Background: an optimization exercise with open tools, aiming at small area. Do not read the settings as production practice.
The RTL was checked by simulation tests, not by an equivalence proof against the original design.
No driver is modelled on the clock port, so clocking that relies on it looks cheaper here than on a real chip.
Power is estimated from default activity; no workload was simulated.

## config.mk

```make
export PLATFORM = sky130hd
export DESIGN_NAME = lcd_display
export DESIGN_NICKNAME = lcd_display
export VERILOG_FILES = /design/flow/design.v
export SDC_FILE = /design/flow/constraint.sdc
export NUM_CORES = 4
export LEC_CHECK = 0
export ABC_AREA = 1
export CAP_MARGIN = 20
export CORE_MARGIN = 2
export CORE_UTILIZATION = 40
export CTS_BUF_LIST = sky130_fd_sc_hd__clkbuf_8
export SLEW_MARGIN = 20
```

## constraint.sdc

```tcl
create_clock -name core_clock -period 15.0 [get_ports {clk}]
set_input_delay 3.0000 -clock core_clock [delete_from_list [all_inputs] [get_ports {clk}]]
set_output_delay 3.0000 -clock core_clock [all_outputs]
set_load 0.01 [all_outputs]
```

## design.v

```verilog
`timescale 1ns / 1ps
module lcd_display #(parameter cnt1ms = 2)(
    input clk,
    input reset,
    input set_time,
    input [11:0] set_year,
    input [4:0] set_month,
    input [7:0] set_day,
    input [4:0] set_hour,
    input [5:0] set_min,
    input [5:0] set_sec,
    output lcd_e,
    output lcd_rs,
    output lcd_rw,
    output reg [7:0] lcd_data
    );
    reg [2:0] ph;
    reg [4:0] cnt;
    reg       lmode;
    reg       odd;
    reg [4:0] q;
    reg [11:0] year;
    reg [3:0]  month;
    reg [4:0]  day;
    reg [4:0]  hour;
    reg [5:0]  min;
    reg [5:0]  sec;
    assign lcd_rw = 1'b0;
    assign lcd_e  = (ph == 3'd2) || (ph == 3'd3);
    assign lcd_rs = lmode && (cnt != 5'd0);
    wire tick = (q == 5'd25) && (ph[1:0] == 2'b01);
    always @(posedge clk) begin
        if (!reset) begin
            ph    <= 3'd5;
            cnt   <= 5'd0;
            lmode <= 1'b0;
            odd   <= 1'b0;
            q     <= 5'd0;
        end else begin
            ph <= ph + 3'd1;
            if (ph == 3'd6) begin
                if (!lmode) begin
                    if (cnt == 5'd30) begin
                        lmode <= 1'b1;
                        cnt   <= 5'd1;
                    end else
                        cnt <= cnt + 5'd1;
                end else begin
                    if (cnt == 5'd16) cnt <= 5'd0;
                    else              cnt <= cnt + 5'd1;
                end
            end
            if (ph == 3'd7 && lmode && cnt == 5'd0)
                odd <= ~odd;
            if (ph[1:0] == 2'b00)
                q <= (q == 5'd25) ? 5'd1 : q + 5'd1;
        end
    end
    function [4:0] dim;
        input [3:0] m;
        begin
            case (m)
                4'd4, 4'd6, 4'd9, 4'd11: dim = 30;
                4'd2:                    dim = 28;
                default:                 dim = 31;
            endcase
        end
    endfunction
    always @(posedge clk) begin
        if (!reset) begin
            year  <= 12'd2024;
            month <= 4'd1;
            day   <= 5'd1;
            hour  <= 5'd0;
            min   <= 6'd0;
            sec   <= 6'd0;
        end else if (set_time) begin
            year  <= set_year;
            month <= set_month[3:0];
            day   <= set_day[4:0];
            hour  <= set_hour;
            min   <= set_min;
            sec   <= set_sec;
        end else if (tick) begin
            if (sec == 6'd59) begin sec <= 6'd0;
                if (min == 6'd59) begin min <= 6'd0;
                    if (hour == 5'd23) begin hour <= 5'd0;
                        if (day == dim(month)) begin day <= 5'd1;
                            if (month == 4'd12) begin month <= 4'd1; year <= year + 12'd1; end
                            else month <= month + 4'd1;
                        end else day <= day + 5'd1;
                    end else hour <= hour + 5'd1;
                end else min <= min + 6'd1;
            end else sec <= sec + 6'd1;
        end
    end
    wire [5:0] yhi = year / 7'd100;
    wire [6:0] ylo = year % 7'd100;
    reg [6:0] v;
    reg       units;
    wire [3:0] vt = v / 4'd10;
    wire [3:0] vu = v % 4'd10;
    reg       isdig;
    reg [7:0] ch;
    always @* begin
        v = 7'd0; units = 1'b0; isdig = 1'b0; ch = 8'h20;
        if (!odd) begin
            case (cnt)
                5'd1:  begin v = yhi;   units = 0; isdig = 1; end
                5'd2:  begin v = yhi;   units = 1; isdig = 1; end
                5'd3:  begin v = ylo;   units = 0; isdig = 1; end
                5'd4:  begin v = ylo;   units = 1; isdig = 1; end
                5'd5:  ch = 8'h2F;
                5'd6:  begin v = month; units = 0; isdig = 1; end
                5'd7:  begin v = month; units = 1; isdig = 1; end
                5'd8:  ch = 8'h2F;
                5'd9:  begin v = day;   units = 0; isdig = 1; end
                5'd10: begin v = day;   units = 1; isdig = 1; end
                default: ch = 8'h20;
            endcase
        end else begin
            case (cnt)
                5'd1:  begin v = hour;  units = 0; isdig = 1; end
                5'd2:  begin v = hour;  units = 1; isdig = 1; end
                5'd3:  ch = 8'h3A;
                5'd4:  begin v = min;   units = 0; isdig = 1; end
                5'd5:  begin v = min;   units = 1; isdig = 1; end
                5'd6:  ch = 8'h3A;
                5'd7:  begin v = sec;   units = 0; isdig = 1; end
                5'd8:  begin v = sec;   units = 1; isdig = 1; end
                default: ch = 8'h20;
            endcase
        end
        if (isdig)
            ch = {4'h3, units ? vu : vt};
    end
    reg [7:0] nd;
    always @* begin
        if (lmode) begin
            if (cnt == 5'd0) nd = {1'b1, odd, 6'd0};
            else             nd = ch;
        end else begin
            case (cnt)
                5'd1:  nd = 8'h01;
                5'd27: nd = (ph == 3'd7) ? 8'h00 : 8'h38;
                5'd28: nd = 8'h06;
                5'd29: nd = 8'h0C;
                5'd30: nd = 8'h80;
                default: nd = 8'h00;
            endcase
        end
    end
    always @(posedge clk) begin
        if (!reset)
            lcd_data <= 8'h00;
        else if (ph[0])
            lcd_data <= nd;
    end
endmodule
```

## flow/run.sh

```bash
#!/bin/bash
# Own flow: the standard layout, with two changes.
#  1. Synthesis: the standard flow's synthesis script, but ABC maps the combinational
#     logic with a stronger area script (flow/area.abc) and Yosys's
#     full/half-adder extraction is skipped so ABC sees all the logic.
#     Registers are untouched (ABC runs without -dff), so their names,
#     count and cell types are those of the standard synthesis.
#  2. Port buffers are sky130_fd_sc_hd__buf_1 instead of the default choice.
#  3. If flow/cts_args exists, it replaces the clock_tree_synthesis arguments.
set -euo pipefail
W=$(pwd)
F=$W/flow
cat > $W/own_synth.tcl <<EOT
proc abc {args} {
  set i [lsearch -exact \$args -script]
  if {\$i >= 0} { lset args [expr {\$i+1}] $F/area.abc }
  yosys abc {*}\$args
}
proc extract_fa {args} { }
source $W/synth_recipe.tcl
EOT
sed "s|SYNTH_SCRIPT=[^ ]*synth_recipe.tcl|SYNTH_SCRIPT=$W/own_synth.tcl|" $W/standard.sh > $W/own.sh
grep -q own_synth.tcl $W/own.sh
export BUFFER_PORTS_ARGS="-buffer_cell sky130_fd_sc_hd__buf_1"
if [[ -f $F/cts_args ]]; then export CTS_ARGS="$(cat $F/cts_args)"; fi
bash $W/own.sh > $W/flow_make.log 2>&1
```

## flow/area.abc

```
strash
&get -n
&deepsyn -T 60
&put
dch -f
&get -n
&nf -R 1000
&put
topo
stime -c
```

## flow/cts_args

```
-sink_clustering_enable -repair_clock_nets -buf_list sky130_fd_sc_hd__clkbuf_4 -root_buf sky130_fd_sc_hd__clkbuf_4 -sink_clustering_size 20 -sink_clustering_max_diameter 200 -dont_use_dummy_load
```

## standard.sh

```bash
#!/bin/bash
# synth_recipe.tcl (not shown) runs the flow's synth.tcl, then flattens the netlist and writes it again
# the make line also repeats each setting of config.mk as NAME=value (left out here)
make -C /OpenROAD-flow-scripts/flow DESIGN_CONFIG=/design/flow/config.mk WORK_HOME=/design/flow/orfs CLKGATE_MAP_FILE= SYNTH_SCRIPT=/design/flow/synth_recipe.tcl "${@:-finish}"
```

==> results of run 1 <==
## state kept, by name (all words and copies together), names as in the netlist, 3 cells and up
| name | count |
|---|---|
| q | 5 |
| day | 5 |
| cnt | 5 |
| month | 4 |
| min | 6 |
| sec | 6 |
| hour | 5 |
| year | 12 |
| ph | 3 |
| lcd_data | 8 |
## cells in the mapped netlist, types with 8 or more instances
library cell / instances
clkinv_1: 12
o21ai_0: 34
xnor2_1: 10
nor2_1: 67
nand2_1: 83
nor2b_1: 8
and2_0: 11
o31ai_1: 14
and3_1: 18
nand3_1: 12
xor2_1: 13
or3_1: 9
a21oi_1: 39
dfxtp_1: 61
a31oi_1: 8
nor3_1: 16
## kinds of logic after synthesis
| kind of cell | Yosys count | synth area share (%) |
|---|---|---|
| AOI/OAI and AO/OA | 146 | 26.5 |
| xor gates and xnor gates | 23 | 5.65 |
| buffers and inverters | 13 | 1.47 |
| DFF | 61 | 34.3 |
| other | 1 | 0.105 |
| and+or+nand+nor | 245 | 32.0 |
## power breakdown
group          switching (mW)  internal [mW]  total [mW]
combinational          0.0561         0.0369      0.0930
clock                  0.0535         0.0279      0.0814
sequential             0.0111          0.170       0.181
total                   0.121          0.235       0.355
## routing by layer
layer	track usage [%]	vias to the layer above	share of wire, %
met5	0	-	0
li1	-	1909	-
met3	3.44	16	4.2
met4	6.74	0	1.7
met2	30.4	95	44
met1	26.5	1680	50
## worst max-delay path: cells and delay by family, from the launching register on
family	cells	cell delay [ns]
buffers and inverters	2	0.14
DFF	1	0.40
xor gates and xnor gates	3	0.47
AOI/OAI and AO/OA	9	2.47
and+or+nand+nor	23	4.85
## metrics by stage
stage / std cells / hold WS, ns / instance area, sq um / worst slack, ns
after floorplan: 489 / 0.474 / 3560 / 7.86
after global placement: 649 / 0.440 / 3900 / 6.70
after detailed placement: 649 / 0.456 / 3900 / 6.64
after CTS: 658 / 0.479 / 3970 / 6.59
after global routing: 658 / 0.515 / 3970 / 5.79
final: 658 / 0.475 / 3970 / 6.53
## worst max path at each step
stage             endpoint  slack, ns  cells past startpoint
2_1_floorplan  lcd_data[2]       7.86                     37
3_5_place_dp   lcd_data[2]       6.64                     37
5_1_grt        lcd_data[2]       5.79                     37
4_1_cts        lcd_data[2]       6.59                     37
6_report       lcd_data[2]       6.53                     37
3_3_place_gp   lcd_data[2]       6.70                     37
## cell type report
cell class	count	area, sq um
timing repair buffer	53	210
clock buffer	9	67.6
inverter	12	45.0
fill	939	4710
sequential	61	1220
multi-input combinational	415	2290
tap	108	135
==> run notes, run 1 <==
* Post-route ant nets at 0
* Tightest Pin Transition at 0.958 ns
* CP Launch Type: flop
* Final nets at 597
* Worst-Skew Late Latency at 0.41 ns
* DRC errors left at 0
* Total power at 0.355 mW
* HP Start: lcd_data[6]
* Max Transition Viols Final at 0
* Critical Path Fanout Max at 8
* TritonCTS clock tree: done
* Max Cap Violations at 0
* Gpl congestion at 0.839
* Finished Core Util at 45.7%
* FF-to-FF Start: year[6]
* Critical path capture point type: flop
* Ant diodes at 0
* Via-to-Cell Ratio at 5.62
* Final Skew at 0.0451 ns
* Largest area contributor in the synthesized netlist: dfxtp_1
* Setup TNS at 0 ns
* #FFs+latches synth at 61
* Routed Wire Length at 9000 um
* Netlist cell types at 51
* Mapped Nets at 534
* Mapped Area at 3560 sq um
* Final Cycle Share at 56.5%
* Buffers added on ports at 50
* Post-synth EDFFs at 0
* Slowest cell delay on critical path at 0.67 ns
* Layout area overhead at 11.4%
* R2r worst-path depth at 37
* Most common cell after layout, fill and taps aside: nand2_1
* Site row count at 34
* Mean Syn Cell Area at 7.29 sq um
* Clock transition at path regs at 0.09 ns
* Post-DP HPWL at 6890 um
* Top FF cell, synth: dfxtp_1
* Reg-to-Reg End: lcd_data[2]
* DIE WIDTH at 98.4 um
* Total global-route track usage at 19.3%
* CP startpoint: year[6]
* P_leak at 1.41 nW
* Mean routed wirelength per cell at 13.7 um
* Status: finished clean
* Fmax at 118 MHz
* Worst hold stages at 2
* Worst Path Arrival at 8.72 ns
* TritonRoute pass-1 iters at 4
* Hold Path Sink: lcd_data[6]
* Via count at 3,700
* Min-delay worst type: flop to flop
* Yosys top cell area share at 34.3%
* Post-CTS Setup Repair Bufs at 0
* Global-route wire length before repair at 15,500 um
* Core footprint at 8680 sq um
* Via count of the first global-routing pass at 3,409
* CP Class: flop to flop
* R2R setup slack at 6.53 ns
* Synth area leaders: dfxtp_1 (34%), nand2_1 (8.7%), nor2_1 (7.1%), a21oi_1 (5.5%), o21ai_0 (4.8%)
* DR iter-0 viols at 174
* Ys Warns at 1
* Post_cts resized at 0
* RSZ-0062 raised after global routing: no
* Maximum VDD drop at 34.6 uV
* Endpoints failing hold at 0
* CTS Sinks at 61
* Async SR Flop Fraction at 0%
* Most frequent cells in the layout: nand2_1 (83), nor2_1 (67), dfxtp_1 (61)
* CTS Buf Count at 9
* Most frequent CP cell: nor2_1
* Pin count of the biggest net entering global routing at 23
* CTS Hold Bufs at 0
* Min Tclk post-route at 8.47 ns
* Final setup fails at 0
* CP max-delay cell: a2111oi_0
* Power Density at 89.5 nW/um^2
* Rel. slew slack at 34.5%
* Starting density of the core at 41.1%
* Share of cells above drive strength 1 at 2.18%
* Congestion Overflow GR at 0
* Die Span Y at 98.4 um
* Worst EP required at 15.25 ns
* Initial antenna violation count at 0
* IO Count at 56
* Register area share after synthesis at 34.3%
* Synthesized netlist cell count at 489
* Die area at 9680 sq um
==> run 2, diff against run 1 <==
==> flow/cts_args (replaced) <==
-sink_clustering_enable -repair_clock_nets -buf_list sky130_fd_sc_hd__clkbuf_4 -root_buf sky130_fd_sc_hd__clkbuf_8 -dont_use_dummy_load
==> run notes, run 2 <==
* Status: finished clean
* Yosys top cell area share at 34.3% (unchanged)
* Core footprint at 8680 sq um (unchanged)
* Clock transition at path regs at 0.06 ns (-0.03 ns)
* R2R setup slack at 6.61 ns (+0.08 ns)
* Async SR Flop Fraction at 0% (unchanged)
* Min Hold Slack at 0.468 ns (-0.00655 ns)
* Final non-filler cell total at 658 (unchanged)
* Worst Path Arrival at 8.59 ns (-0.13 ns)
* Setup TNS at 0 ns (unchanged)
* Most frequent cell after synthesis: nand2_1
* Worst-Skew Late Latency at 0.34 ns (-0.07 ns)
* Via-to-Cell Ratio at 5.57 (-0.97%)
* Synthesized netlist cell count at 489 (unchanged)
* Pin count of the biggest net entering global routing at 23 (unchanged)
* Die Span Y at 98.4 um (unchanged)
* Final Cycle Share at 56.0% (-0.52 points)
* Final setup fails at 0 (unchanged)
* Congestion Overflow GR at 0 (unchanged)
* P_leak at 1.43 nW (+1.7%)
* Ys Warns at 1 (unchanged)
* Register area share after synthesis at 34.3% (unchanged)
* Most frequent cells in the layout: nand2_1 (83), nor2_1 (67), dfxtp_1 (61)
* Final worst slack at 6.61 ns (+0.0776 ns)
* Tightest Pin Transition at 0.938 ns (-0.0201 ns)
* Combinational share of power at 24.1% (-2.1 points)
* Rel. slew slack at 35.8% (+1.4 points)
* Starting density of the core at 41.1% (unchanged)
* Critical Path Fanout Max at 8 (unchanged)
* CTS Hold Bufs at 0 (unchanged)
* Via count of the first global-routing pass at 3,420 (+0.32%)
* Endpoints failing hold at 0 (unchanged)
* Critical path capture point type: flop
* CP max-delay cell: a2111oi_0
* DIE WIDTH at 98.4 um (unchanged)
* Power Density at 95.6 nW/um^2 (+6.8%)
* TritonRoute pass-1 iters at 4 (unchanged)
* Post-DP HPWL at 6890 um (unchanged)
* Synth area leaders: dfxtp_1 (34%), nand2_1 (8.7%), nor2_1 (7.1%), a21oi_1 (5.5%), o21ai_0 (4.8%)
* Largest area contributor in the synthesized netlist: dfxtp_1
* Mapped Area at 3560 sq um (unchanged)
* TritonCTS clock tree: done
* R2r worst-path depth at 37 (unchanged)
* Sw Ratio at 32.4% (-1.6 points)
* Finished Core Util at 46.4% (+0.65 points)
* Final Skew at 0.0270 ns (-0.0180 ns)
* Fmax at 119 MHz (+0.92%)
* Most common cell after layout, fill and taps aside: nand2_1
* Reg power frac at 47.1% (-3.8 points)
* Post-route ant nets at 0 (unchanged)
* Placed Cells at 649 (unchanged)
* Stages on the worst setup path at 37 (unchanged)
* Maximum VDD drop at 34.8 uV (+0.65%)
* IO Count at 56 (unchanged)
* Reg-to-Reg End: lcd_data[2]
* Layout area overhead at 13.0%
* FF-to-FF Start: year[6]
* Via count at 3,664 (-0.97%)
* Total global-route track usage at 19.4% (+0.15 points)
* Clock share of power at 28.8% (+5.9 points)
* Pre-CTS WS at 6.64 ns (unchanged)
* CP Class: flop to flop
* Netlist cell types at 51 (unchanged)
* Post_cts resized at 0 (unchanged)
* DRC errors left at 0 (unchanged)
* Mean routed wirelength per cell at 13.7 um (+0.40%)
* Initial antenna violation count at 0 (unchanged)
* CTS Buf Count at 9 (unchanged)
* CTS Sinks at 61 (unchanged)
* Top reg by flops: year
* Worst EP required at 15.20 ns (-0.05 ns)
* Hold Path Sink: lcd_data[6]
* Min Tclk post-route at 8.39 ns (-0.0776 ns)
* CP Launch Type: flop
* Synth top cells by count: nand2_1 (83), nor2_1 (67), dfxtp_1 (61)
* Site row count at 34 (unchanged)
* Final nets at 597 (unchanged)
* Psw at 0.125 mW (+3.3%)
* Top FF cell, synth: dfxtp_1
* Share of cells above drive strength 1 at 2.18% (unchanged)
* Gpl congestion at 0.839 (unchanged)
* WP buf/inv at 2 (unchanged)
* Top Registers: year x12, lcd_data x8
* Slowest cell delay on critical path at 0.63 ns (-0.04 ns)
* Min-delay worst type: flop to flop
* Buffers added on ports at 50 (unchanged)
* HP Start: lcd_data[6]
* Max Cap Violations at 0 (unchanged)
* Most frequent CP cell: nor2_1
* Worst hold stages at 2 (unchanged)
* Routed Wire Length at 9030 um (+0.40%)
* RSZ-0062 raised after global routing: no
* Max reg flops at 12 (unchanged)
* Global-route wire length before repair at 15,500 um (about the same)
* Post-synth EDFFs at 0 (unchanged)
* Post-CTS Setup Repair Bufs at 0 (unchanged)
* Int Power at 0.260 mW (+11%)
* DR iter-0 viols at 195 (+12%)
* Mapped Nets at 534 (unchanged)
* Ant diodes at 0 (unchanged)
* Mean Syn Cell Area at 7.29 sq um (unchanged)
* Die area at 9680 sq um (unchanged)
* Crit path max-delay family: simple AND/OR/NAND/NOR gates
* Max Transition Viols Final at 0 (unchanged)
* #FFs+latches synth at 61 (unchanged)
## run 2: cell counts after synthesis
Identical to the previous run, type by type.
## run 2: per-layer routing
layer  vias up  global-route usage [%]  part of all wire, %
met2        90                    31.0                   44
met4         0                    5.48                  1.5
li1       1904                       -                    -
met3        12                    4.51                  4.7
met5         -                       0                    0
met1      1658                    26.3                   50
## run 2: cells by family (layout without fill, tap and decap cells)
| family | after synthesis | count (layout) | synth area share [%] |
|---|---|---|---|
| AOI/OAI and AO/OA | 146 | 146 | 26.5 |
| and+or+nand+nor | 245 | 245 | 32.0 |
| other | 1 | 1 | 0.105 |
| xor gates and xnor gates | 23 | 23 | 5.65 |
| DFF | 61 | 61 | 34.3 |
| buffers and inverters | 13 | 74 | 1.47 |
## run 2: how the worst max path moves through the flow
stage                     startpoint          end  slack [ns]
after floorplan              year[6]  lcd_data[2]        7.86
after global placement       year[6]  lcd_data[2]        6.70
after detailed placement     year[6]  lcd_data[2]        6.64
after CTS                    year[6]  lcd_data[2]        6.59
after global routing         year[6]  lcd_data[2]        5.79
final                        year[6]  lcd_data[2]        6.61
## run 2: power by group through the flow
| stage | Combinational (mW) | Sequential, mW | Clock (mW) |
|---|---|---|---|
| final | 0.0930 | 0.181 | 0.111 |
| after global routing | 0.108 | 0.182 | 0.121 |
| after CTS | 0.0934 | 0.181 | 0.114 |
| after detailed placement | 0.0930 | 0.184 | 0 |
| after global placement | 0.0908 | 0.184 | 0 |
| after floorplan | 0.0729 | 0.181 | 0 |
## run 2: area by class of cell
| type | count | area (sq um) |
|---|---|---|
| Tap cell | 108 | 135 |
| Fill cell | 935 | 4650 |
| Multi-Input combinational cell | 415 | 2290 |
| Inverter | 12 | 45.0 |
| Clock buffer | 9 | 124 |
| Timing Repair Buffer | 53 | 210 |
| Sequential cell | 61 | 1220 |
## run 2: through the flow
| stage | instance area [sq um] | total power [mW] |
|---|---|---|
| 6_report | 4030 | 0.385 |
| 2_1_floorplan | 3560 | 0.254 |
| 3_5_place_dp | 3900 | 0.277 |
| 5_1_grt | 4030 | 0.412 |
| 4_1_cts | 4030 | 0.388 |
| 3_3_place_gp | 3900 | 0.275 |
## run 2: worst reg2reg max path, delay by kind of cell (launching register included)
family                 cells  cell delay [ns]
AND/OR/NAND/NOR           23             4.84
buffers and inverters      2             0.14
XOR/XNOR                   3             0.48
flip-flops                 1             0.39
AO/OA/AOI/OAI              9             2.39
==> run 3, diff against run 2 <==
==> flow/cts_args (replaced) <==
-sink_clustering_enable -repair_clock_nets -buf_list sky130_fd_sc_hd__clkbuf_4 -dont_use_dummy_load
==> run notes, run 3 <==
* Site row count at 34 (unchanged)
* Most frequent cell after synthesis: nand2_1
* Mapped Area at 3560 sq um (unchanged)
* Global-route wire length before repair at 15,500 um (about the same)
* Async SR Flop Fraction at 0% (unchanged)
* CP Class: flop to flop
* Most frequent cells in the layout: nand2_1 (83), nor2_1 (67), dfxtp_1 (61)
* Tightest Pin Transition at 0.958 ns (+0.0201 ns)
* DRC errors left at 0 (unchanged)
* CTS Sinks at 61 (unchanged)
* Endpoints failing hold at 0 (unchanged)
* Critical path capture point type: flop
* DIE WIDTH at 98.4 um (unchanged)
* Top Registers: year x12, lcd_data x8
* Top reg by flops: year
* Final Skew at 0.0451 ns (+0.0180 ns)
* Worst-Skew Late Latency at 0.41 ns (+0.07 ns)
* Pin count of the biggest net entering global routing at 23 (unchanged)
* Starting density of the core at 41.1% (unchanged)
* Setup TNS at 0 ns (unchanged)
* #FFs+latches synth at 61 (unchanged)
* Yosys top cell area share at 34.3% (unchanged)
* Power Density at 89.5 nW/um^2 (-6.4%)
* Status: finished clean
* Max Transition Viols Final at 0 (unchanged)
* Share of cells above drive strength 1 at 2.18% (unchanged)
* Synth top cells by count: nand2_1 (83), nor2_1 (67), dfxtp_1 (61)
* Min Hold Slack at 0.475 ns (+0.00655 ns)
* Top FF cell, synth: dfxtp_1
* Worst EP required at 15.25 ns (+0.05 ns)
* Ant diodes at 0 (unchanged)
* CTS Buf Count at 9 (unchanged)
* Post_cts resized at 0 (unchanged)
* RSZ-0062 raised after global routing: no
* Register area share after synthesis at 34.3% (unchanged)
* P_leak at 1.41 nW (-1.6%)
* Final worst slack at 6.53 ns (-0.0776 ns)
* Post-route ant nets at 0 (unchanged)
* Rel. slew slack at 34.5% (-1.4 points)
* Via count at 3,700 (+0.98%)
* Buffers added on ports at 50 (unchanged)
* Post-synth EDFFs at 0 (unchanged)
* Largest area contributor in the synthesized netlist: dfxtp_1
* Crit path max-delay family: simple AND/OR/NAND/NOR gates
* TritonCTS clock tree: done
* Mean routed wirelength per cell at 13.7 um (-0.40%)
* CP max-delay cell: a2111oi_0
* Die Span Y at 98.4 um (unchanged)
* R2R setup slack at 6.53 ns (-0.08 ns)
* Most frequent CP cell: nor2_1
* Core footprint at 8680 sq um (unchanged)
* Layout area overhead at 11.4%
* Final nets at 597 (unchanged)
* Total global-route track usage at 19.3% (-0.15 points)
* Synth area leaders: dfxtp_1 (34%), nand2_1 (8.7%), nor2_1 (7.1%), a21oi_1 (5.5%), o21ai_0 (4.8%)
* Clock transition at path regs at 0.09 ns (+0.03 ns)
* Min-delay worst type: flop to flop
* Synthesized netlist cell count at 489 (unchanged)
* Ys Warns at 1 (unchanged)
* Post-CTS Setup Repair Bufs at 0 (unchanged)
* Mapped Nets at 534 (unchanged)
* Congestion Overflow GR at 0 (unchanged)
* WP buf/inv at 2 (unchanged)
* Netlist cell types at 51 (unchanged)
* Post-DP HPWL at 6890 um (unchanged)
* Final Instance Area at 3970 sq um (-1.4%)
* Worst Path Arrival at 8.72 ns (+0.13 ns)
* Die area at 9680 sq um (unchanged)
* Slowest cell delay on critical path at 0.67 ns (+0.04 ns)
* Min Tclk post-route at 8.47 ns (+0.0776 ns)
* Mean Syn Cell Area at 7.29 sq um (unchanged)
* DR iter-0 viols at 174 (-11%)
* Pre-CTS WS at 6.64 ns (unchanged)
* Final setup fails at 0 (unchanged)
* Initial antenna violation count at 0 (unchanged)
* CTS Hold Bufs at 0 (unchanged)
* Total power at 0.355 mW (-7.7%)
* Max reg flops at 12 (unchanged)
* IO Count at 56 (unchanged)
* Critical Path Fanout Max at 8 (unchanged)
* Max Cap Violations at 0 (unchanged)
* Maximum VDD drop at 34.6 uV (-0.65%)
* CP Launch Type: flop
* Most common cell after layout, fill and taps aside: nand2_1
* Gpl congestion at 0.839 (unchanged)
* Routed Wire Length at 9000 um (-0.40%)
* TritonRoute pass-1 iters at 4 (unchanged)
* Fmax at 118 MHz (-0.92%)
* Via-to-Cell Ratio at 5.62 (+0.98%)
* Final Cycle Share at 56.5% (+0.52 points)
* Via count of the first global-routing pass at 3,409 (-0.32%)
* Placement Cell Area at 3900 sq um (unchanged)
## run 3: final timing paths
check,to,start,depth (start not counted)
max,lcd_data[2],year[6],37
min,lcd_data[6],lcd_data[6],2
max reg2reg,lcd_data[2],year[6],37
min reg2reg,lcd_data[6],lcd_data[6],2
## run 3: report_power, final
part           switching, mW  internal (mW)  leakage [nW]
combinational         0.0561         0.0369         0.867
sequential            0.0111          0.170         0.501
clock                 0.0535         0.0279        0.0414
total                  0.121          0.235          1.41
## run 3: logic make-up after synthesis
family                 after synthesis  share of synthesized area [%]
AO/OA/AOI/OAI                      146                           26.5
XOR/XNOR                            23                           5.65
buffers and inverters               13                           1.47
flip-flops                          61                           34.3
other                                1                          0.105
AND/OR/NAND/NOR                    245                           32.0
## run 3: metrics by stage
step	utilization (%)	std cells
finish	45.7	658
global route	45.7	658
CTS	45.7	658
detailed placement	45.0	649
global placement	45.0	649
floorplan	-	489
## run 3: final cells by class
cell class	count	area [sq um]
Clock buffer	9	67.6
Fill cell	939	4710
Inverter	12	45.0
Multi-Input combinational cell	415	2290
Sequential cell	61	1220
Tap cell	108	135
Timing Repair Buffer	53	210
## run 3: metal layers
| layer | up-vias | part of all wire (%) | track usage, % |
|---|---|---|---|
| met5 | - | 0 | 0 |
| met3 | 16 | 4.2 | 3.44 |
| met1 | 1680 | 50 | 26.5 |
| met2 | 95 | 44 | 30.4 |
| met4 | 0 | 1.7 | 6.74 |
| li1 | 1909 | - | - |
## run 3: worst min-delay path, delay by kind of cell (launching register included)
family | cells | cell delay, ns
simple gates | 1 | 0.04
compound gates | 1 | 0.06
flops | 1 | 0.34
==> run 4, diff against run 3 <==
==> flow/area.abc (replaced) <==
strash
&get -n
&deepsyn -J 100 -T 600
&put
dch -f
&get -n
&nf -R 1000
&put
topo
stime -c
--- a/config.mk
+++ b/config.mk
@@ -10,4 +10,3 @@
 export CORE_MARGIN = 2
 export CORE_UTILIZATION = 40
-export CTS_BUF_LIST = sky130_fd_sc_hd__clkbuf_8
 export SLEW_MARGIN = 20
==> run notes, run 4 <==
* Status: finished clean
* Buffers added on ports at 50 (unchanged)
* IO Count at 56 (unchanged)
* CP Launch Type: flop
* Top reg by flops: year
* Combinational share of power at 26.2% (about the same)
* R2R setup slack at 6.53 ns (about the same)
* Initial antenna violation count at 0 (unchanged)
* Gpl congestion at 0.839 (unchanged)
* Most common cell after layout, fill and taps aside: nand2_1
* DIE WIDTH at 98.4 um (unchanged)
* #FFs+latches synth at 61 (unchanged)
* Via count of the first global-routing pass at 3,409 (unchanged)
* Worst-Skew Late Latency at 0.41 ns (about the same)
* Post_cts resized at 0 (unchanged)
* Fillers at 939 (unchanged)
* Min-delay worst type: flop to flop
* TritonCTS clock tree: done
* Final Skew at 0.0451 ns (unchanged)
* Layout area overhead at 11.4% (unchanged)
* Psw at 0.121 mW (unchanged)
* Slowest cell delay on critical path at 0.67 ns (about the same)
* Fmax at 118 MHz (unchanged)
* RSZ-0062 raised after global routing: no
* Int Power at 0.235 mW (unchanged)
* Routed Wire Length at 9000 um (unchanged)
* Clock transition at path regs at 0.09 ns (about the same)
* Sw Ratio at 34.0% (unchanged)
* Worst EP required at 15.25 ns (about the same)
* Ys Warns at 1 (unchanged)
* Top Registers: year x12, lcd_data x8
* Synth top cells by count: nand2_1 (83), nor2_1 (67), dfxtp_1 (61)
* Max Transition Viols Final at 0 (unchanged)
* Via-to-Cell Ratio at 5.62 (unchanged)
* Starting density of the core at 41.1% (unchanged)
* Critical path capture point type: flop
* Critical Path Fanout Max at 8 (unchanged)
* Die area at 9680 sq um (unchanged)
* Setup TNS at 0 ns (unchanged)
* Total global-route track usage at 19.3% (unchanged)
* Tightest Pin Transition at 0.958 ns (unchanged)
* Worst Path Arrival at 8.72 ns (about the same)
* Maximum VDD drop at 34.6 uV (unchanged)
* Post-DP HPWL at 6890 um (unchanged)
* Async SR Flop Fraction at 0% (unchanged)
* Die Span Y at 98.4 um (unchanged)
* Site row count at 34 (unchanged)
* CTS Hold Bufs at 0 (unchanged)
* Final nets at 597 (unchanged)
* Area of the multi-input gates at 2290 sq um (unchanged)
* Top FF cell, synth: dfxtp_1
* DR iter-0 viols at 174 (unchanged)
* CTS Buf Count at 9 (unchanged)
* Most frequent CP cell: nor2_1
* Final setup fails at 0 (unchanged)
* Final Cycle Share at 56.5% (unchanged)
* Mean Syn Cell Area at 7.29 sq um (unchanged)
* Post-synth EDFFs at 0 (unchanged)
* Total power at 0.355 mW (unchanged)
* Largest area contributor in the synthesized netlist: dfxtp_1
* Synth area leaders: dfxtp_1 (34%), nand2_1 (8.7%), nor2_1 (7.1%), a21oi_1 (5.5%), o21ai_0 (4.8%)
* Clock share of power at 22.9% (about the same)
* Register area share after synthesis at 34.3% (unchanged)
* Mapped Nets at 534 (unchanged)
* Most frequent cells in the layout: nand2_1 (83), nor2_1 (67), dfxtp_1 (61)
* Netlist cell types at 51 (unchanged)
* FF+latch area at 1220 sq um (unchanged)
* Power Density at 89.5 nW/um^2 (unchanged)
* Global-route wire length before repair at 15,500 um (unchanged)
* P_leak at 1.41 nW (unchanged)
* CTS Sinks at 61 (unchanged)
* Congestion Overflow GR at 0 (unchanged)
* Mapped Area at 3560 sq um (unchanged)
* Rel. slew slack at 34.5% (unchanged)
* TritonRoute pass-1 iters at 4 (unchanged)
* Max reg flops at 12 (unchanged)
* Max Cap Violations at 0 (unchanged)
* Mean routed wirelength per cell at 13.7 um (unchanged)
* CP Class: flop to flop
* Most frequent cell after synthesis: nand2_1
* Post-route ant nets at 0 (unchanged)
* Pin count of the biggest net entering global routing at 23 (unchanged)
* Synthesized netlist cell count at 489 (unchanged)
* Via count at 3,700 (unchanged)
* Ant diodes at 0 (unchanged)
* Core footprint at 8680 sq um (unchanged)
* Yosys top cell area share at 34.3% (unchanged)
* Endpoints failing hold at 0 (unchanged)
* Post-CTS Setup Repair Bufs at 0 (unchanged)
* Min Tclk post-route at 8.47 ns (unchanged)
* Share of cells above drive strength 1 at 2.18% (unchanged)
* Reg power frac at 50.9% (about the same)
* CP max-delay cell: a2111oi_0
* DRC errors left at 0 (unchanged)
[run 4: cell counts after synthesis]
No cell type changed its count.
[run 4: area by class of cell]
type	count	area share (%)
clock buffer	9	1.70
sequential	61	30.8
multi-input combinational	415	57.7
inverter	12	1.13
timing repair buffer	53	5.29
tap	108	3.40
[run 4: critical path, delay by kind of cell, from the launching register on]
family	cells	cell delay, ns
compound gates	9	2.47
xor+xnor	3	0.47
buf+inv	2	0.14
flops	1	0.40
simple gates	23	4.85
[run 4: cells by family (layout without fill, tap and decap cells)]
family                    count (synthesis)  in the layout  share of synthesized area (%)
other                                     1              1                          0.105
xor gates and xnor gates                 23             23                           5.65
buffers and inverters                    13             74                           1.47
and+or+nand+nor                         245            245                           32.0
DFF                                      61             61                           34.3
AOI/OAI and AO/OA                       146            146                           26.5
[run 4: worst paths after layout]
kind | cells after the start | from | end
max reg2reg | 37 | year[6] | lcd_data[2]
min reg2reg | 2 | lcd_data[6] | lcd_data[6]
max | 37 | year[6] | lcd_data[2]
min | 2 | lcd_data[6] | lcd_data[6]
[run 4: power groups by stage]
stage / Combinational [mW] / Sequential, mW / Clock, mW
3_5_place_dp: 0.0930 / 0.184 / 0
2_1_floorplan: 0.0729 / 0.181 / 0
4_1_cts: 0.0934 / 0.181 / 0.0849
5_1_grt: 0.108 / 0.182 / 0.0904
6_report: 0.0930 / 0.181 / 0.0814
3_3_place_gp: 0.0908 / 0.184 / 0
[run 4: metal layers]
| layer | part of all wire [%] | vias up | global-route usage [%] |
|---|---|---|---|
| met5 | 0 | - | 0 |
| met4 | 1.7 | 0 | 6.74 |
| met3 | 4.2 | 16 | 3.44 |
| met2 | 44 | 95 | 30.4 |
| met1 | 50 | 1680 | 26.5 |
| li1 | - | 1909 | - |
[run 4: stage by stage]
step           instance area (sq um)  instances  hold slack [ns]  util, %  worst slack [ns]
6_report                        3970        658            0.475     45.7              6.53
5_1_grt                         3970        658            0.515     45.7              5.79
4_1_cts                         3970        658            0.479     45.7              6.59
3_5_place_dp                    3900        649            0.456     45.0              6.64
3_3_place_gp                    3900        649            0.440     45.0              6.70
2_1_floorplan                   3560        489            0.474        -              7.86
==> run 5, diff against run 4 <==
--- a/config.mk
+++ b/config.mk
@@ -9,4 +9,4 @@
 export CAP_MARGIN = 20
 export CORE_MARGIN = 2
-export CORE_UTILIZATION = 40
+export CORE_UTILIZATION = 80
 export SLEW_MARGIN = 20
==> run notes, run 5 <==
* #FFs+latches synth at 61 (unchanged)
* Mapped Area at 3560 sq um (unchanged)
* Async SR Flop Fraction at 0% (unchanged)
* Netlist cell types at 51 (unchanged)
* Failed at: global placement
* Largest area contributor in the synthesized netlist: dfxtp_1
* Yosys top cell area share at 34.3% (unchanged)
* Mean Syn Cell Area at 7.29 sq um (unchanged)
* Top FF cell, synth: dfxtp_1
* Most frequent cell after synthesis: nand2_1
* Buffers added on ports at 50 (unchanged)
* Site row count at 24 (-29%)
* Die Span Y at 70.8 um (-28%)
* Mapped Nets at 534 (unchanged)
* Synth top cells by count: nand2_1 (83), nor2_1 (67), dfxtp_1 (61)
* Register area share after synthesis at 34.3% (unchanged)
* Err: [ERROR GPL-0301] Utilization 101.028 % exceeds 100%.
* Ys Warns at 1 (unchanged)
* Synth area leaders: dfxtp_1 (34%), nand2_1 (8.7%), nor2_1 (7.1%), a21oi_1 (5.5%), o21ai_0 (4.8%)
* Post-synth EDFFs at 0 (unchanged)
* DIE WIDTH at 70.8 um (-28%)
* IO Count at 56 (unchanged)
* Status: stopped before the end
* Starting density of the core at 82.4% (+41 points)
* Synthesized netlist cell count at 489 (unchanged)
-- run 5: cell counts after synthesis --
Identical to the previous run, type by type.
-- run 5: cell families after synthesis --
group / Yosys count / synth area share, %
xor gates and xnor gates: 23 / 5.65
AOI/OAI and AO/OA: 146 / 26.5
buffers and inverters: 13 / 1.47
and+or+nand+nor: 245 / 32.0
other: 1 / 0.105
DFF: 61 / 34.3
==> run 6, diff against run 5 <==
--- a/config.mk
+++ b/config.mk
@@ -9,4 +9,4 @@
 export CAP_MARGIN = 20
 export CORE_MARGIN = 2
-export CORE_UTILIZATION = 80
+export CORE_UTILIZATION = 65
 export SLEW_MARGIN = 20
==> run notes, run 6 <==
* Final Cycle Share at 58.1%
* Yosys top cell area share at 34.3% (unchanged)
* Initial antenna violation count at 0
* Post-route ant nets at 0
* Max reg flops at 12
* Worst Path Arrival at 9.01 ns
* FF+latch area at 1220 sq um
* Most common cell after layout, fill and taps aside: nand2_1
* Total power at 0.358 mW
* CTS Buf Count at 9
* Pin count of the biggest net entering global routing at 23
* Most frequent CP cell: nor2_1
* Mean routed wirelength per cell at 14.4 um
* Mapped Nets at 534 (unchanged)
* IO Count at 56 (unchanged)
* Top reg by flops: year
* Final Skew at 0.0273 ns
* DRC errors left at 0
* Min Tclk post-route at 8.71 ns
* Endpoints failing hold at 0
* CTS Hold Bufs at 0
* Die Span Y at 78.1 um (+10%)
* Largest area contributor in the synthesized netlist: dfxtp_1
* Post-DP HPWL at 6690 um
* Status: finished clean
* Global-route wire length before repair at 14,900 um
* Critical path capture point type: flop
* Starting density of the core at 68.5% (-14 points)
* Fillers at 442
* Final setup fails at 0
* Mean Syn Cell Area at 7.29 sq um (unchanged)
* Top Registers: year x12, lcd_data x8
* Fmax at 115 MHz
* Mapped Area at 3560 sq um (unchanged)
* Post-CTS Setup Repair Bufs at 0
* R2r worst-path depth at 37
* FF-to-FF Start: year[6]
* TritonRoute pass-1 iters at 5
* Most frequent cell after synthesis: nand2_1
* Max Cap Violations at 0
* Layout area overhead at 10.0%
* Crit path capture: lcd_data[2]
* Min-delay worst type: flop to flop
* Ant diodes at 0
* Rel. slew slack at 27.2%
* Tightest Pin Transition at 1.06 ns
* Worst EP required at 15.30 ns
* Synthesized netlist cell count at 489 (unchanged)
* Most frequent cells in the layout: nand2_1 (83), nor2_1 (67), dfxtp_1 (61)
* Async SR Flop Fraction at 0% (unchanged)
* Setup TNS at 0 ns
* Power Density at 91.4 nW/um^2
* CP max-delay cell: a2111oi_0
* Via count of the first global-routing pass at 3,400
* Area of the multi-input gates at 2290 sq um
* Finished Core Util at 75.4%
* Synth area leaders: dfxtp_1 (34%), nand2_1 (8.7%), nor2_1 (7.1%), a21oi_1 (5.5%), o21ai_0 (4.8%)
* Ys Warns at 1 (unchanged)
* R2R setup slack at 6.29 ns
* Netlist cell types at 51 (unchanged)
* Via count at 3,787
* Critical Path Fanout Max at 8
* Maximum VDD drop at 52.4 uV
* Final nets at 597
* Via-to-Cell Ratio at 6.11
* Post_cts resized at 0
* Core footprint at 5200 sq um
* Buffers added on ports at 50 (unchanged)
* Slowest cell delay on critical path at 0.65 ns
* CP startpoint: year[6]
* Share of cells above drive strength 1 at 2.18%
* CP Launch Type: flop
* CTS Sinks at 61
* Routed Wire Length at 8900 um
* CP Class: flop to flop
* Max Transition Viols Final at 0
* Total global-route track usage at 30.3%
* Top FF cell, synth: dfxtp_1
* Clock transition at path regs at 0.10 ns
* DIE WIDTH at 78.1 um (+10%)
* #FFs+latches synth at 61 (unchanged)
* P_leak at 1.41 nW
* Synth top cells by count: nand2_1 (83), nor2_1 (67), dfxtp_1 (61)
* Min Hold Slack at 0.478 ns
* Register area share after synthesis at 34.3% (unchanged)
* Gpl congestion at 0.849
* DR iter-0 viols at 300
* Post-synth EDFFs at 0 (unchanged)
* Congestion Overflow GR at 0
* Worst-Skew Late Latency at 0.42 ns
* Die area at 6090 sq um
* Reg-to-Reg End: lcd_data[2]
* TritonCTS clock tree: done
* RSZ-0062 raised after global routing: no
* Site row count at 26 (+8.3%)
run 6: cell counts after synthesis:
Identical to the previous run, type by type.
run 6: metal layers:
layer	share of wire (%)	track usage, %
met5	0	0
met4	1.5	9.12
met3	6.3	7.47
met2	46	48.4
met1	46	40.5
run 6: final cells by class:
type	count	area share, %
multi-input cells	415	58.4
flip-flops and latches	61	31.1
repair buffers	53	5.36
well taps	70	2.23
clock buffers	9	1.72
inverters	12	1.15
run 6: how the worst min path moves through the flow:
| stage | from | to | slack, ns | cells after the start |
|---|---|---|---|---|
| after floorplan | hour[3] | hour[4] | 0.47 | 2 |
| after detailed placement | lcd_data[2] | lcd_data[2] | 0.46 | 2 |
| after CTS | lcd_data[2] | lcd_data[2] | 0.48 | 2 |
| after global placement | lcd_data[6] | lcd_data[6] | 0.44 | 2 |
| final | lcd_data[2] | lcd_data[2] | 0.48 | 2 |
| after global routing | lcd_data[1] | lcd_data[1] | 0.50 | 2 |
run 6: per-stage QoR:
step           setup slack (ns)  std cells  instance area (sq um)
6_report                   6.29        620                   3920
5_1_grt                    5.58        620                   3920
3_3_place_gp               6.74        611                   3850
4_1_cts                    6.45        620                   3920
2_1_floorplan              7.86        489                   3560
3_5_place_dp               6.50        611                   3850
run 6: logic make-up (layout without fill, tap and decap cells):
| logic type | Yosys count | after routing | synth area share (%) |
|---|---|---|---|
| buffers and inverters | 13 | 74 | 1.47 |
| AND/OR/NAND/NOR | 245 | 245 | 32.0 |
| other | 1 | 1 | 0.105 |
| flip-flops | 61 | 61 | 34.3 |
| XOR/XNOR | 23 | 23 | 5.65 |
| AO/OA/AOI/OAI | 146 | 146 | 26.5 |
run 6: worst max-delay path, delay by kind of cell (launching register included):
| family | cells | cell delay, ns |
|---|---|---|
| AOI/OAI and AO/OA | 9 | 2.61 |
| DFF | 1 | 0.39 |
| and+or+nand+nor | 23 | 4.95 |
| buffers and inverters | 2 | 0.15 |
| xor gates and xnor gates | 3 | 0.51 |
run 6: power breakdown:
group          leakage, nW  total (mW)  internal, mW  switching, mW
clock network       0.0414      0.0805        0.0278         0.0527
logic                0.867      0.0969        0.0369         0.0600
registers            0.501       0.181         0.170         0.0110
total                 1.41       0.358         0.235          0.124
==> run 7, diff against run 6 <==
==> flow/cts_args (replaced) <==
-repair_clock_nets -buf_list sky130_fd_sc_hd__clkbuf_4 -dont_use_dummy_load
==> run notes, run 7 <==
* Status: finished clean
* Mapped Area at 3560 sq um (unchanged)
* Total global-route track usage at 30.3% (unchanged)
* Post_cts resized at 0 (unchanged)
* Routed Wire Length at 8900 um (unchanged)
* Initial antenna violation count at 0 (unchanged)
* #FFs+latches synth at 61 (unchanged)
* Area of the multi-input gates at 2290 sq um (unchanged)
* TritonRoute pass-1 iters at 5 (unchanged)
* Max Transition Viols Final at 0 (unchanged)
* Rel. slew slack at 27.2% (unchanged)
* Finished Core Util at 75.4% (unchanged)
* Min-delay worst type: flop to flop
* Synth top cells by count: nand2_1 (83), nor2_1 (67), dfxtp_1 (61)
* Most common cell after layout, fill and taps aside: nand2_1
* TritonCTS clock tree: done
* Min Tclk post-route at 8.71 ns (unchanged)
* Slowest cell delay on critical path at 0.65 ns (about the same)
* Max reg flops at 12 (unchanged)
* Tightest Pin Transition at 1.06 ns (unchanged)
* Worst Path Arrival at 9.01 ns (about the same)
* Pre-CTS WS at 6.50 ns (unchanged)
* Most frequent CP cell: nor2_1
* IO Count at 56 (unchanged)
* Worst EP required at 15.30 ns (about the same)
* Post-synth EDFFs at 0 (unchanged)
* HP Start: lcd_data[2]
* Synth area leaders: dfxtp_1 (34%), nand2_1 (8.7%), nor2_1 (7.1%), a21oi_1 (5.5%), o21ai_0 (4.8%)
* Fmax at 115 MHz (unchanged)
* Most frequent cells in the layout: nand2_1 (83), nor2_1 (67), dfxtp_1 (61)
* Buffers added on ports at 50 (unchanged)
* Maximum VDD drop at 52.4 uV (unchanged)
* Final nets at 597 (unchanged)
* CP startpoint: year[6]
* Site row count at 26 (unchanged)
* Top FF cell, synth: dfxtp_1
* CP Launch Type: flop
* Core footprint at 5200 sq um (unchanged)
* Placed Cells at 611 (unchanged)
* Via-to-Cell Ratio at 6.11 (unchanged)
* P_leak at 1.41 nW (unchanged)
* CP Class: flop to flop
* Power Density at 91.4 nW/um^2 (unchanged)
* Ys Warns at 1 (unchanged)
* Final non-filler cell total at 620 (unchanged)
* Mapped Nets at 534 (unchanged)
* Die area at 6090 sq um (unchanged)
* DIE WIDTH at 78.1 um (unchanged)
* Max Cap Violations at 0 (unchanged)
* FF-to-FF Start: year[6]
* Endpoints failing hold at 0 (unchanged)
* DR iter-0 viols at 300 (unchanged)
* Starting density of the core at 68.5% (unchanged)
* FF+latch area at 1220 sq um (unchanged)
* Global-route wire length before repair at 14,900 um (unchanged)
* Post-CTS Setup Repair Bufs at 0 (unchanged)
* Most frequent cell after synthesis: nand2_1
* CTS Hold Bufs at 0 (unchanged)
* Critical Path Fanout Max at 8 (unchanged)
* Pin count of the biggest net entering global routing at 23 (unchanged)
* CTS Sinks at 61 (unchanged)
* Die Span Y at 78.1 um (unchanged)
* Register area share after synthesis at 34.3% (unchanged)
* Via count of the first global-routing pass at 3,400 (unchanged)
* Synthesized netlist cell count at 489 (unchanged)
* Final setup fails at 0 (unchanged)
* Share of cells above drive strength 1 at 2.18% (unchanged)
* RSZ-0062 raised after global routing: no
* CP max-delay cell: a2111oi_0
* Top reg by flops: year
* Via count at 3,787 (unchanged)
* Fillers at 442 (unchanged)
* Gpl congestion at 0.849 (unchanged)
* Post-route ant nets at 0 (unchanged)
* Largest area contributor in the synthesized netlist: dfxtp_1
* Clock transition at path regs at 0.10 ns (about the same)
* Netlist cell types at 51 (unchanged)
* Critical path capture point type: flop
* Congestion Overflow GR at 0 (unchanged)
* Async SR Flop Fraction at 0% (unchanged)
* CTS Buf Count at 9 (unchanged)
* Yosys top cell area share at 34.3% (unchanged)
* Final worst slack at 6.29 ns (unchanged)
* Setup TNS at 0 ns (unchanged)
* DRC errors left at 0 (unchanged)
* Worst-Skew Late Latency at 0.42 ns (about the same)
* Final Cycle Share at 58.1% (unchanged)
* Mean routed wirelength per cell at 14.4 um (unchanged)
* Post-DP HPWL at 6690 um (unchanged)
* Ant diodes at 0 (unchanged)
* Layout area overhead at 10.0% (unchanged)
* Top Registers: year x12, lcd_data x8
* Final Skew at 0.0273 ns (unchanged)
* Mean Syn Cell Area at 7.29 sq um (unchanged)
==> run 7: cell counts in the layout (fill, tap and decap cells not counted) <==
No cell type changed its count.
==> run 7: cells by family after synthesis <==
kind of cell    after synthesis  synth area share, %
simple gates                245                 32.0
buf+inv                      13                 1.47
compound gates              146                 26.5
xor+xnor                     23                 5.65
flops                        61                 34.3
other cells                   1                0.105
==> run 7: worst paths after layout <==
kind,to,slack [ns],depth (start not counted)
setup / recovery,lcd_data[2],6.29,37
hold / removal,lcd_data[2],0.48,2
setup reg to reg,lcd_data[2],6.29,37
hold reg to reg,lcd_data[2],0.48,2
==> run 7: where the power goes <==
part / switching [mW] / internal, mW
logic: 0.0600 / 0.0369
registers: 0.0110 / 0.170
clock network: 0.0527 / 0.0278
==> run 7: metal layers <==
layer	vias up	GRT usage, %	routed length (um)
met2	132	48.4	4070
met4	0	9.12	132
met3	18	7.47	564
met5	-	0	0
li1	1909	-	-
met1	1728	40.5	4130
==> run 7: critical path, delay by kind of cell (launching register included) <==
family                    cells  cell delay (ns)
AOI/OAI and AO/OA             9             2.61
buffers and inverters         2             0.15
and+or+nand+nor              23             4.95
xor gates and xnor gates      3             0.51
DFF                           1             0.39
==> run 7: layout make-up <==
cell class | count | area share [%]
sequential | 61 | 31.1
clock buffer | 9 | 1.72
multi-input combinational | 415 | 58.4
timing repair buffer | 53 | 5.36
tap | 70 | 2.23
inverter | 12 | 1.15
==> run 7: stage by stage <==
step	power (mW)	hold slack, ns	instance area, sq um
6_report	0.358	0.478	3920
5_1_grt	0.379	0.502	3920
4_1_cts	0.356	0.483	3920
3_5_place_dp	0.279	0.459	3850
3_3_place_gp	0.273	0.437	3850
2_1_floorplan	0.254	0.474	3560
==> run 8, diff against run 7 <==
--- a/design.v
+++ b/design.v
@@ -13,5 +13,5 @@
     output lcd_rs,
     output lcd_rw,
-    output reg [7:0] lcd_data
+    output [7:0] lcd_data
     );
     reg [2:0] ph;
@@ -135,17 +135,17 @@
             ch = {4'h3, units ? vu : vt};
     end
-    reg [7:0] nd;
+    reg [3:0] ln;
+    reg [3:0] nl;
     always @* begin
         if (lmode) begin
-            if (cnt == 5'd0) nd = {1'b1, odd, 6'd0};
-            else             nd = ch;
+            if (cnt == 5'd0) nl = 4'h0;
+            else             nl = ch[3:0];
         end else begin
             case (cnt)
-                5'd1:  nd = 8'h01;
-                5'd27: nd = (ph == 3'd7) ? 8'h00 : 8'h38;
-                5'd28: nd = 8'h06;
-                5'd29: nd = 8'h0C;
-                5'd30: nd = 8'h80;
-                default: nd = 8'h00;
+                5'd1:  nl = 4'h1;
+                5'd27: nl = (ph == 3'd7) ? 4'h0 : 4'h8;
+                5'd28: nl = 4'h6;
+                5'd29: nl = 4'hC;
+                default: nl = 4'h0;
             endcase
         end
@@ -153,7 +153,35 @@
     always @(posedge clk) begin
         if (!reset)
-            lcd_data <= 8'h00;
+            ln <= 4'h0;
         else if (ph[0])
-            lcd_data <= nd;
+            ln <= nl;
     end
+    reg [4:0] ec;       
+    reg       eodd;
+    reg       elm;
+    reg       early;    
+    reg [3:0] hn;
+    always @* begin
+        ec = cnt; eodd = odd; elm = lmode; early = 1'b0;
+        if (ph == 3'd7) begin
+            if (lmode && cnt == 5'd1) begin ec = 5'd0; elm = 1'b1; end
+            else if (lmode && cnt == 5'd0) ec = 5'd16;
+            else ec = cnt - 5'd1;
+        end else if (ph[2:1] == 2'b00) begin
+            early = 1'b1;
+            if (lmode && cnt == 5'd0) eodd = ~odd;
+        end
+        if (elm) begin
+            if (ec == 5'd0)      hn = {1'b1, eodd, 2'b00};
+            else if (!eodd)      hn = (ec == 5'd5 || ec == 5'd8 || ec > 5'd10) ? 4'h2 : 4'h3;
+            else                 hn = (ec > 5'd8) ? 4'h2 : 4'h3;
+        end else begin
+            case (ec)
+                5'd27:   hn = early ? 4'h0 : 4'h3;
+                5'd30:   hn = 4'h8;
+                default: hn = 4'h0;
+            endcase
+        end
+    end
+    assign lcd_data = {hn, ln};
 endmodule
==> flow/cts_args (replaced) <==
-sink_clustering_enable -repair_clock_nets -buf_list sky130_fd_sc_hd__clkbuf_4 -dont_use_dummy_load
==> run notes, run 8 <==
* Status: finished clean
* Max reg flops at 12 (unchanged)
* R2r worst-path depth at 40 (+8.1%)
* Gpl congestion at 0.880 (+3.7%)
* Top Registers: year x12, min x6, sec x6
* P_leak at 1.44 nW (+2.3%)
* DRC errors left at 0 (unchanged)
* DIE WIDTH at 78.1 um (about the same)
* Mapped Nets at 553 (+3.6%)
* Largest area contributor in the synthesized netlist: dfxtp_1
* Maximum VDD drop at 68.0 uV (+30%)
* CTS Sinks at 57 (-6.6%)
* IO Count at 56 (unchanged)
* Core footprint at 5200 sq um (unchanged)
* Synth area leaders: dfxtp_1 (32%), nand2_1 (10%), a21oi_1 (7.4%), nor2_1 (6.6%), o21ai_0 (6.0%)
* Post-synth EDFFs at 0 (unchanged)
* Power Density at 85.8 nW/um^2 (-6.1%)
* Ant diodes at 0 (unchanged)
* Max Cap Violations at 0 (unchanged)
* RSZ-0062 raised after global routing: no
* Total power at 0.335 mW (-6.4%)
* Via count at 3,861 (+2.0%)
* CP Class: flop to flop
* CTS Buf Count at 9 (unchanged)
* Critical path capture point type: flop
* Site row count at 26 (unchanged)
* Routed Wire Length at 8820 um (-0.94%)
* Most frequent cells in the layout: nand2_1 (96), nor2_1 (63), dfxtp_1 (57)
* Top reg by flops: year
* TritonRoute pass-1 iters at 7 (+2)
* Global-route wire length before repair at 15,100 um (+1.2%)
* Pre-CTS WS at 6.57 ns (+0.0746 ns)
* Final setup fails at 0 (unchanged)
* R2R setup slack at 6.48 ns (+0.20 ns)
* Post-DP HPWL at 6570 um (-1.8%)
* Die Span Y at 78.1 um (about the same)
* Reg-to-Reg End: ln[2]
* Netlist cell types at 48 (-5.9%)
* Die area at 6090 sq um (about the same)
* Fillers at 435 (-1.6%)
* Post-route ant nets at 0 (unchanged)
* Setup TNS at 0 ns (unchanged)
* Share of cells above drive strength 1 at 1.76% (-0.42 points)
* Pin count of the biggest net entering global routing at 22 (-4.3%)
* Top FF cell, synth: dfxtp_1
* Mapped Area at 3570 sq um (about the same)
* CP max-delay cell: a41oi_1
* Min Tclk post-route at 8.52 ns (-0.198 ns)
* Stages on the worst setup path at 40 (+8.1%)
* TritonCTS clock tree: done
* Crit path max-delay family: simple AND/OR/NAND/NOR gates
* Buffers added on ports at 50 (unchanged)
* Initial antenna violation count at 0 (unchanged)
* Post_cts resized at 0 (unchanged)
* CP Launch Type: flop
* Synth top cells by count: nand2_1 (96), nor2_1 (63), dfxtp_1 (57)
* Critical Path Fanout Max at 9 (+1)
* Async SR Flop Fraction at 0% (unchanged)
* Most frequent cell after synthesis: nand2_1
* Congestion Overflow GR at 0 (unchanged)
* #FFs+latches synth at 57 (-6.6%)
* Endpoints failing hold at 0 (unchanged)
* WP buf/inv at 2 (unchanged)
* Final worst slack at 6.48 ns (+0.198 ns)
* Crit path capture: ln[2]
* Via-to-Cell Ratio at 6.06 (-0.77%)
* Most frequent CP cell: xnor2_1
* Total global-route track usage at 30.4% (+0.11 points)
* Max Transition Viols Final at 0 (unchanged)
* Worst-Skew Late Latency at 0.41 ns (about the same)
* Ys Warns at 1 (unchanged)
* Most common cell after layout, fill and taps aside: nand2_1
* Final nets at 614 (+2.8%)
* Final Skew at 0.0322 ns (+0.00494 ns)
* Tightest Pin Transition at 0.961 ns (-0.104 ns)
* CTS Hold Bufs at 0 (unchanged)
* Register area share after synthesis at 32.0% (-2.3 points)
* CP startpoint: year[7]
* Fmax at 117 MHz (+2.3%)
* Post-CTS Setup Repair Bufs at 0 (unchanged)
* FF-to-FF Start: year[7]
* Yosys top cell area share at 32.0% (-2.3 points)
* DR iter-0 viols at 402 (+34%)
* Synthesized netlist cell count at 508 (+3.9%)
* Worst Path Arrival at 8.79 ns (-0.22 ns)
* Clock transition at path regs at 0.07 ns (-0.03 ns)
* Mean routed wirelength per cell at 13.8 um (-3.6%)
* Slowest cell delay on critical path at 0.48 ns (-0.17 ns)
* Starting density of the core at 68.5% (about the same)
* Via count of the first global-routing pass at 3,390 (-0.29%)
* Final Cycle Share at 56.8% (-1.3 points)
* Worst EP required at 15.27 ns (-0.03 ns)
* Mean Syn Cell Area at 7.02 sq um (-3.7%)
* Min-delay worst type: flop to flop
* Layout area overhead at 9.61%
* Rel. slew slack at 35.8% (+8.6 points)
[run 8: worst min-delay path by stage]
stage | to | from | cells past startpoint
floorplan | hour[4] | hour[3] | 2
global placement | ln[0] | ln[0] | 2
detailed placement | ln[2] | ln[2] | 2
CTS | ln[3] | ln[3] | 2
global route | ln[0] | ln[0] | 2
finish | ln[3] | ln[3] | 2
[run 8: power breakdown]
group          total, mW  internal, mW  leakage, nW  switching, mW
clock             0.0766        0.0278       0.0414         0.0488
sequential         0.171         0.159        0.468         0.0122
combinational     0.0872        0.0354        0.932         0.0518
total              0.335         0.223         1.44          0.113
[run 8: cell type report]
type                       instances  area, sq um  share of cell area, %
timing repair buffer              51          195                   4.99
sequential                        57         1140                   29.2
multi-input combinational        440         2380                   60.9
clock buffer                       9         67.6                   1.73
inverter                          10         37.5                  0.960
tap                               70         87.6                   2.24
[run 8: logic make-up (layout without fill, tap and decap cells)]
kind of cell	count (synthesis)	in the layout	synth area share (%)
buffers and inverters	11	70	1.26
muxes	2	2	0.561
DFF	57	57	32.0
AOI/OAI and AO/OA	154	154	26.3
other	1	1	0.105
and+or+nand+nor	260	260	34.0
adders and majority gates	2	2	0.561
xor gates and xnor gates	21	21	5.16
[run 8: worst register-to-register path, delay by kind of cell, from the launching register on]
family,cells,cell delay (ns)
and+or+nand+nor,20,3.61
AOI/OAI and AO/OA,10,2.32
xor gates and xnor gates,6,1.18
adders and majority gates,2,0.74
DFF,1,0.40
buffers and inverters,2,0.19
[run 8: routing by layer]
metal	vias up	share of wire [%]	global-route usage (%)
li1	1969	-	-
met1	1756	47	41.2
met2	131	46	48.4
met3	5	6.5	8.16
met4	0	0.73	7.37
met5	-	0	0
[run 8: per-stage QoR]
stage,utilization (%),hold slack (ns),instance area (sq um),instances
2_1_floorplan,-,0.467,3570,508
3_3_place_gp,73.8,0.439,3840,628
3_5_place_dp,73.8,0.468,3840,628
4_1_cts,75.1,0.484,3910,637
5_1_grt,75.1,0.513,3910,637
6_report,75.1,0.481,3910,637
==> run 9, diff against run 8 <==
--- a/flow/run.sh
+++ b/flow/run.sh
@@ -1,4 +1,4 @@
 #!/bin/bash
-# Own flow: the standard layout, with two changes.
+# Own flow: the standard layout, with these changes.
 #  1. Synthesis: the standard flow's synthesis script, but ABC maps the combinational
 #     logic with a stronger area script (flow/area.abc) and Yosys's
==> run notes, run 9 <==
* Status: finished clean
* Fillers at 435 (unchanged)
* RSZ-0062 raised after global routing: no
* TritonCTS clock tree: done
* Async SR Flop Fraction at 0% (unchanged)
* #FFs+latches synth at 57 (unchanged)
* CTS Sinks at 57 (unchanged)
* TritonRoute pass-1 iters at 7 (unchanged)
* Critical Path Fanout Max at 9 (unchanged)
* Max Transition Viols Final at 0 (unchanged)
* Top FF cell, synth: dfxtp_1
* DIE WIDTH at 78.1 um (unchanged)
* DR iter-0 viols at 402 (unchanged)
* R2R setup slack at 6.48 ns (about the same)
* Largest area contributor in the synthesized netlist: dfxtp_1
* Synth area leaders: dfxtp_1 (32%), nand2_1 (10%), a21oi_1 (7.4%), nor2_1 (6.6%), o21ai_0 (6.0%)
* Placed Cells at 628 (unchanged)
* Starting density of the core at 68.5% (unchanged)
* CP Launch Type: flop
* Initial antenna violation count at 0 (unchanged)
* Yosys top cell area share at 32.0% (unchanged)
* IO Count at 56 (unchanged)
* Gpl congestion at 0.880 (unchanged)
* Ant diodes at 0 (unchanged)
* Mapped Area at 3570 sq um (unchanged)
* Reg-to-Reg End: ln[2]
* Min-delay worst type: flop to flop
* Post-route ant nets at 0 (unchanged)
* Final worst slack at 6.48 ns (unchanged)
* Post-synth EDFFs at 0 (unchanged)
* Die Span Y at 78.1 um (unchanged)
* Rel. slew slack at 35.8% (unchanged)
* Post-DP HPWL at 6570 um (unchanged)
* Via count of the first global-routing pass at 3,390 (unchanged)
* Final Cycle Share at 56.8% (unchanged)
* Buffers added on ports at 50 (unchanged)
* Final Skew at 0.0322 ns (unchanged)
* Netlist cell types at 48 (unchanged)
* Final setup fails at 0 (unchanged)
* Clock transition at path regs at 0.07 ns (about the same)
* Ys Warns at 1 (unchanged)
* Die area at 6090 sq um (unchanged)
* Fmax at 117 MHz (unchanged)
* P_leak at 1.44 nW (unchanged)
* Routed Wire Length at 8820 um (unchanged)
* Setup TNS at 0 ns (unchanged)
* Worst EP required at 15.27 ns (about the same)
* Share of cells above drive strength 1 at 1.76% (unchanged)
* Max Cap Violations at 0 (unchanged)
* Final non-filler cell total at 637 (unchanged)
* Maximum VDD drop at 68.0 uV (unchanged)
* Min Tclk post-route at 8.52 ns (unchanged)
* CTS Hold Bufs at 0 (unchanged)
* Crit path capture: ln[2]
* Mean Syn Cell Area at 7.02 sq um (unchanged)
* Top reg by flops: year
* Pre-CTS WS at 6.57 ns (unchanged)
* Slowest cell delay on critical path at 0.48 ns (about the same)
* Worst-Skew Late Latency at 0.41 ns (about the same)
* Mean routed wirelength per cell at 13.8 um (unchanged)
* Total global-route track usage at 30.4% (unchanged)
* FF-to-FF Start: year[7]
* Via count at 3,861 (unchanged)
* Congestion Overflow GR at 0 (unchanged)
* Max reg flops at 12 (unchanged)
* Via-to-Cell Ratio at 6.06 (unchanged)
* Top Registers: year x12, min x6, sec x6
* DRC errors left at 0 (unchanged)
* Mapped Nets at 553 (unchanged)
* Worst Path Arrival at 8.79 ns (about the same)
* Most frequent cells in the layout: nand2_1 (96), nor2_1 (63), dfxtp_1 (57)
* Site row count at 26 (unchanged)
* Global-route wire length before repair at 15,100 um (unchanged)
* Register area share after synthesis at 32.0% (unchanged)
* R2r worst-path depth at 40 (unchanged)
* CP max-delay cell: a41oi_1
* Most frequent cell after synthesis: nand2_1
* Synthesized netlist cell count at 508 (unchanged)
* Tightest Pin Transition at 0.961 ns (unchanged)
* Synth top cells by count: nand2_1 (96), nor2_1 (63), dfxtp_1 (57)
* Most common cell after layout, fill and taps aside: nand2_1
* Endpoints failing hold at 0 (unchanged)
* Core footprint at 5200 sq um (unchanged)
* CTS Buf Count at 9 (unchanged)
* Most frequent CP cell: xnor2_1
* Post_cts resized at 0 (unchanged)
* Pin count of the biggest net entering global routing at 22 (unchanged)
* Post-CTS Setup Repair Bufs at 0 (unchanged)
* Final nets at 614 (unchanged)
* CP Class: flop to flop
* Power Density at 85.8 nW/um^2 (unchanged)
* CP startpoint: year[7]
* Critical path capture point type: flop
* Layout area overhead at 9.61% (unchanged)
[run 9: cell counts after synthesis]
Identical to the previous run, type by type.
[run 9: how the worst min path moves through the flow]
stage	endpoint	cells past startpoint	from	slack, ns
global route	ln[0]	2	ln[0]	0.51
floorplan	hour[4]	2	hour[3]	0.47
finish	ln[3]	2	ln[3]	0.48
detailed placement	ln[2]	2	ln[2]	0.47
global placement	ln[0]	2	ln[0]	0.44
CTS	ln[3]	2	ln[3]	0.48
[run 9: cells by family (layout without fill, tap and decap cells)]
| kind of cell | after synthesis | count (layout) | share of synthesized area [%] |
|---|---|---|---|
| buffers and inverters | 11 | 70 | 1.26 |
| xor gates and xnor gates | 21 | 21 | 5.16 |
| adders and majority gates | 2 | 2 | 0.561 |
| muxes | 2 | 2 | 0.561 |
| AOI/OAI and AO/OA | 154 | 154 | 26.3 |
| DFF | 57 | 57 | 32.0 |
| other | 1 | 1 | 0.105 |
| and+or+nand+nor | 260 | 260 | 34.0 |
[run 9: through the flow]
| step | hold WS, ns | util (%) | cell area, sq um | power, mW |
|---|---|---|---|---|
| after detailed placement | 0.468 | 73.8 | 3840 | 0.260 |
| after floorplan | 0.467 | - | 3570 | 0.239 |
| after global placement | 0.439 | 73.8 | 3840 | 0.256 |
| final | 0.481 | 75.1 | 3910 | 0.335 |
| after global routing | 0.513 | 75.1 | 3910 | 0.357 |
| after CTS | 0.484 | 75.1 | 3910 | 0.335 |
[run 9: metal layers]
metal / GRT usage, % / wire length (um) / up-vias
met3: 8.16 / 576 / 5
li1: - / - / 1969
met5: 0 / 0 / -
met2: 48.4 / 4030 / 131
met1: 41.2 / 4150 / 1756
met4: 7.37 / 64 / 0
[run 9: critical path, delay by kind of cell (launching register included)]
family	cells	cell delay, ns
simple gates	20	3.61
compound gates	10	2.31
xor+xnor	6	1.18
fa+ha+maj	2	0.74
flops	1	0.40
buf+inv	2	0.19
[run 9: where the power goes]
| part | total (mW) | internal (mW) | switching, mW | leakage (nW) |
|---|---|---|---|---|
| logic | 0.0872 | 0.0354 | 0.0518 | 0.932 |
| registers | 0.171 | 0.159 | 0.0122 | 0.468 |
| clock network | 0.0766 | 0.0278 | 0.0488 | 0.0414 |
[run 9: area by class of cell]
cell class	count	area, sq um	area share [%]
clock buffers	9	67.6	1.73
inverters	10	37.5	0.960
multi-input cells	440	2380	60.9
flip-flops and latches	57	1140	29.2
well taps	70	87.6	2.24
repair buffers	51	195	4.99

port drivers added, routing unchanged:
How much do the figures lean on ideal ports? The routed layouts below were timed once more, with nothing changed but the port constraints. Step 1 assumes that a clkbuf_16 drives the clock port and a buf_2 every other input. Step 2 adds t to the input delays and takes it off the output delays; t is the mean of the earliest and latest rising clock arrival at the registers after step 1. Input paths then give back, and output paths get back, about the clock's delay inside the block. a / b / c = no drivers / after step 1 / after step 2; a / b = the first two.
run | t (ns) | setup WS [ns] | hold slack, ns | slew at the worst register clock pin (ns) | worst data-port slew with drivers (ns)
run 1 | 0.412 | 6.529 / 6.529 / 6.529 | 0.475 / 0.475 / 0.475 | 0.12 / 0.12 | 0.04
run 2 | 0.359 | 6.606 / 6.606 / 6.606 | 0.468 / 0.468 / 0.468 | 0.08 / 0.08 | 0.03
run 3 | 0.412 | 6.529 / 6.529 / 6.529 | 0.475 / 0.475 / 0.475 | 0.12 / 0.12 | 0.04
run 4 | 0.412 | 6.529 / 6.529 / 6.529 | 0.475 / 0.475 / 0.475 | 0.12 / 0.12 | 0.04
run 6 | 0.435 | 6.286 / 6.286 / 6.286 | 0.478 / 0.478 / 0.478 | 0.10 / 0.10 | 0.03
run 7 | 0.435 | 6.286 / 6.286 / 6.286 | 0.478 / 0.478 / 0.478 | 0.10 / 0.10 | 0.03
run 8 | 0.417 | 6.483 / 6.483 / 6.483 | 0.481 / 0.481 / 0.481 | 0.11 / 0.11 | 0.03
run 9 | 0.417 | 6.483 / 6.483 / 6.483 | 0.481 / 0.481 / 0.481 | 0.11 / 0.11 | 0.03
After both steps setup and hold are still met in every run listed.
